Context: an optimization exercise on an open-source flow, tuned for small area. The choices shown serve that exercise and are no tape-out recipe.
In this exercise RTL edits were held to simulation tests only and were not proved equivalent to the original.
No driver is modelled on the clock port, so clocking that relies on it looks cheaper here than on a real chip.

## top
module top(
    input  logic        clk,
    input  logic        SW,          
    input  logic [63:0] pattern,     
    output logic        _48b         
);
For scale: roughly 170 flip-flops, ~67 I/O pins, about 0.0046 mm2 of cells after synthesis.
==> module top, before the edit <==
module top(
    input  logic        clk,
    input  logic        SW,          
    input  logic [63:0] pattern,     
    output logic        _48b         
);
    logic reset;
    assign reset = ~SW;
    logic [63:0] ra, ry;             
    logic [5:0]  d;                  
    logic        tpar;               
    logic        pol;
    logic        fresh;
    logic        inpass;             
    logic [9:1]  L;                  
    logic        E;                  
    logic [7:0]  R0;                 
    assign pol = ~tpar;
    logic ld;
    assign ld = reset & fresh;
    logic a0, a1, a7, a8, a9, a15;
    assign a0  = ra[0]  ^ pol;
    assign a1  = ra[1]  ^ pol;
    assign a7  = ra[7]  ^ pol;
    assign a8  = ra[8]  ^ pol;
    assign a9  = ra[9]  ^ pol;
    assign a15 = ra[15] ^ pol;
    logic h_alive;                   
    logic t1, t7, t8, t9, t15;       
    assign h_alive = a0  & (ry[0]  | fresh);
    assign t1      = a1  & (ry[1]  | fresh);
    assign t7      = a7  & (ry[7]  | fresh);
    assign t8      = a8  & (ry[8]  | fresh);
    assign t9      = a9  & (ry[9]  | fresh);
    assign t15     = a15 & (ry[15] | fresh);
    logic c0, c7, r0, r7;
    assign c0 = (d[2:0] == 3'd0);
    assign c7 = (d[2:0] == 3'd7);
    assign r0 = (d[5:3] == 3'd0);
    assign r7 = (d[5:3] == 3'd7);
    logic cl1, cl2, cr1, cr2, cm;
    assign cl1 = c0 ? t7 : L[9];
    assign cl2 = r7 ? R0[0] : (c0 ? t15 : t7);
    assign cr1 = c7 ? E : t1;
    assign cr2 = r7 ? R0[6] : (c7 ? t1 : t9);
    assign cm  = r7 ? R0[7] : t8;
    logic u0, u1, b0, b1, s0, s1, z0, z1, one;
    assign {u1, u0} = L[1] + cl1 + cl2;
    assign {b1, b0} = L[7] + cr1 + cr2;
    assign {s1, s0} = L[8] + cm;
    assign {z1, z0} = u0 + b0 + s0;
    assign one = ((z1 ^ u1) & ~(b1 | s1)) | ((b1 ^ s1) & ~(z1 | u1));
    logic h_dead1, h_dead2, new_alive, new_a, new_y;
    assign h_dead1   = ~a0 & ry[0] & ~fresh;
    assign h_dead2   = a0 & ~ry[0] & ~fresh;
    assign new_alive = one & (z0 | h_alive);
    assign new_a     = new_alive | h_dead1;
    assign new_y     = new_alive | h_alive;
    always_ff @(posedge clk) begin
        for (int k = 0; k < 63; k++)
            ra[k] <= ~((ld | ra[k+1]) & (SW | pattern[k]));
        ra[63] <= ~((ld | (inpass ? new_a ^ pol : ra[0])) & (SW | pattern[63]));
        ry <= {inpass ? new_y : ry[0], ry[63:1]};
        L  <= {L[8:1], h_alive};
        if (c0) E <= L[8];
        R0 <= {R0[6:0], r0 ? h_alive : R0[7]};
    end
    logic [2:0] m;
    logic       sh, sd;
    logic [4:0] w;
    logic       idle;                
    logic [2:0] blk;
    logic       N, CB;
    logic mend, we, wlast, slot_end, half_end, frame_end, idle_end, enter_gap;
    assign mend      = m[2] & ~m[1];
    assign we        = mend & ~sh & ~sd;
    assign idle      = ~(blk[2] & blk[1]);
    assign wlast     = we & (w == 5'd31);
    assign slot_end  = wlast & ~idle;
    assign half_end  = wlast & (d[4:0] == 5'd0);
    assign frame_end = slot_end & half_end & blk[0];
    assign idle_end  = wlast & blk[2] & ~blk[1];
    assign enter_gap = (slot_end & ~frame_end) | idle_end;
    logic restart;
    assign restart = idle_end | reset;
    always_ff @(posedge clk) begin
        m <= reset ? 3'b011 : enter_gap ? 3'b110 : {m[1], m[0], ~(m[2] | m[1])};
        if (reset) begin
            sh <= 1'b0; sd <= 1'b0;
        end else if (mend) begin
            sh <= ~sh & ~sd & ~enter_gap;
            sd <= sh;
        end
        w <= (reset | enter_gap) ? 5'd7 : w + {4'd0, we};
        blk <= restart ? 3'd6 : blk + {2'd0, (wlast & idle) | half_end};
        d <= reset ? 6'd63 : d + {5'd0, ~enter_gap};
        tpar <= ~(reset | tpar);
    end
    always_ff @(posedge clk) begin
        if (reset) begin
            inpass <= 1'b0; fresh <= 1'b1;
        end else if (d == 6'd63) begin
            inpass <= (blk == 3'd0) & (w[4:2] == 3'b001);
            if (inpass) fresh <= 1'b0;
        end
    end
    logic n_in;
    always_comb begin
        case (w[4:3])
            2'd1: n_in = h_dead2;        
            2'd2: n_in = h_dead1;        
            2'd3: n_in = t1;             
            default: n_in = h_alive;     
        endcase
    end
    always_ff @(posedge clk) begin
        if (d == 6'd63) N <= n_in;
        if (we && w[2:0] == 3'd7) CB <= N;
    end
    assign _48b = ~idle & (sh | (sd & CB));
endmodule
clock: 10.0 ns
lec_check: 0
cap_margin: 20
core_margin: 2
core_utilization: 40
slew_margin: 20
standard.sh (not shown) runs the stock make flow with config.mk's settings and CLKGATE_MAP_FILE= SYNTH_SCRIPT=/design/flow/synth_recipe.tcl, a recipe that flattens the netlist after the stock synthesis.
==> flow/flow/run.sh <==
#!/bin/bash
# The standard layout (standard.sh) with these changes:
# - synthesis maps the logic with an area-oriented ABC script
#   (flow/abc_area.script in place of ORFS's abc_speed.script), with no
#   separate adder mapping (ADDER_MAP_FILE empty);
# - port buffers are the smallest buffer cell;
# - the clock tree uses small buffers and no dummy loads;
# - after clock tree synthesis, spare setup slack is traded for smaller
#   cells and clock buffers that drive slow edges are upsized
#   (flow/post_cts.tcl);
# - after global routing, large repair buffers are downsized where no slew
#   or capacitance limit is then violated (flow/post_grt.tcl).
set -euo pipefail
here=$(pwd)
rm -rf "$here/scripts_area"
cp -r "$FLOW_HOME/scripts" "$here/scripts_area"
cp "$here/flow/abc_area.script" "$here/scripts_area/abc_speed.script"
ADDER_MAP_FILE= SCRIPTS_DIR="$here/scripts_area" bash standard.sh synth > synth.log 2>&1
export BUFFER_PORTS_ARGS="-buffer_cell sky130_fd_sc_hd__buf_1"
export CTS_ARGS="-sink_clustering_enable -repair_clock_nets -dont_use_dummy_load -buf_list sky130_fd_sc_hd__clkbuf_4"
export POST_CTS_TCL="$here/flow/post_cts.tcl"
export POST_GLOBAL_ROUTE_TCL="$here/flow/post_grt.tcl"
bash standard.sh > standard.log 2>&1
Other scripts of this flow, unchanged in this note and not shown: flow/flow/abc_area.script, flow/flow/post_cts.tcl, flow/flow/post_grt.tcl
Next try:
--- a/flow/design.v
+++ b/flow/design.v
@@ -28,11 +28,11 @@
     logic h_alive;                   
     logic t1, t7, t8, t9, t15;       
     assign h_alive = a0  & (ry[0]  | fresh);
-    assign t1      = a1  & (ry[1]  | fresh);
-    assign t7      = a7  & (ry[7]  | fresh);
-    assign t8      = a8  & (ry[8]  | fresh);
-    assign t9      = a9  & (ry[9]  | fresh);
-    assign t15     = a15 & (ry[15] | fresh);
+    assign t1      = a1  & ry[1];
+    assign t7      = a7  & ry[7];
+    assign t8      = a8  & ry[8];
+    assign t9      = a9  & ry[9];
+    assign t15     = a15 & ry[15];
     logic c0, c7, r0, r7;
     assign c0 = (d[2:0] == 3'd0);
     assign c7 = (d[2:0] == 3'd7);
@@ -51,8 +51,8 @@
     assign {z1, z0} = u0 + b0 + s0;
     assign one = ((z1 ^ u1) & ~(b1 | s1)) | ((b1 ^ s1) & ~(z1 | u1));
     logic h_dead1, h_dead2, new_alive, new_a, new_y;
-    assign h_dead1   = ~a0 & ry[0] & ~fresh;
-    assign h_dead2   = a0 & ~ry[0] & ~fresh;
+    assign h_dead1   = ~a0 & ry[0];
+    assign h_dead2   = a0 & ~ry[0];
     assign new_alive = one & (z0 | h_alive);
     assign new_a     = new_alive | h_dead1;
     assign new_y     = new_alive | h_alive;
@@ -60,7 +60,7 @@
         for (int k = 0; k < 63; k++)
             ra[k] <= ~((ld | ra[k+1]) & (SW | pattern[k]));
         ra[63] <= ~((ld | (inpass ? new_a ^ pol : ra[0])) & (SW | pattern[63]));
-        ry <= {inpass ? new_y : ry[0], ry[63:1]};
+        ry <= {inpass ? new_y : fresh ? a0 : ry[0], ry[63:1]};
         L  <= {L[8:1], h_alive};
         if (c0) E <= L[8];
         R0 <= {R0[6:0], r0 ? h_alive : R0[7]};
@@ -99,9 +99,9 @@
     always_ff @(posedge clk) begin
         if (reset) begin
             inpass <= 1'b0; fresh <= 1'b1;
-        end else if (d == 6'd63) begin
-            inpass <= (blk == 3'd0) & (w[4:2] == 3'b001);
-            if (inpass) fresh <= 1'b0;
+        end else begin
+            if (d == 6'd63) inpass <= (blk == 3'd0) & (w[4:2] == 3'b001);
+            if (wlast) fresh <= 1'b0;
         end
     end
     logic n_in;
Effect:
- hold slack got worse by 0.0083 ns
- routed wire length climbs by about 0.9%
- maximum frequency came out higher by 3.2%
- setup slack gets better by 0.11 ns
- sequential share of layout area is about the same
- die area is about the same

-- what the ideal ports hide --
In the flow no input, the clock included, has a driving cell. The finished layouts below were timed again as built, in two steps. Step 1: set_driving_cell puts a clkbuf_16 on clk and a buf_2 on each other input, an assumption about the parent block. Step 2 times the ports against the registers' clock, not the clock port: input delays grow and output delays shrink by t, the midpoint of the rising clock arrivals with the driver on. a / b / c = no drivers / after step 1 / after step 2; a / b = the first two.
run | t (ns) | setup slack, ns | slew at the worst register clock pin (ns) | cell pins on the clock port's net
the first run | 0.426 | 6.466 / 6.466 / 6.190 | 0.12 / 0.12 | 1
the second run | 0.428 | 6.576 / 6.585 / 6.156 | 0.12 / 0.12 | 1
After both steps setup and hold are still met in every run listed. For the second run, which loses most, drivers alone change the setup slack by +0.009 ns; drivers and shift together by -0.420 ns.
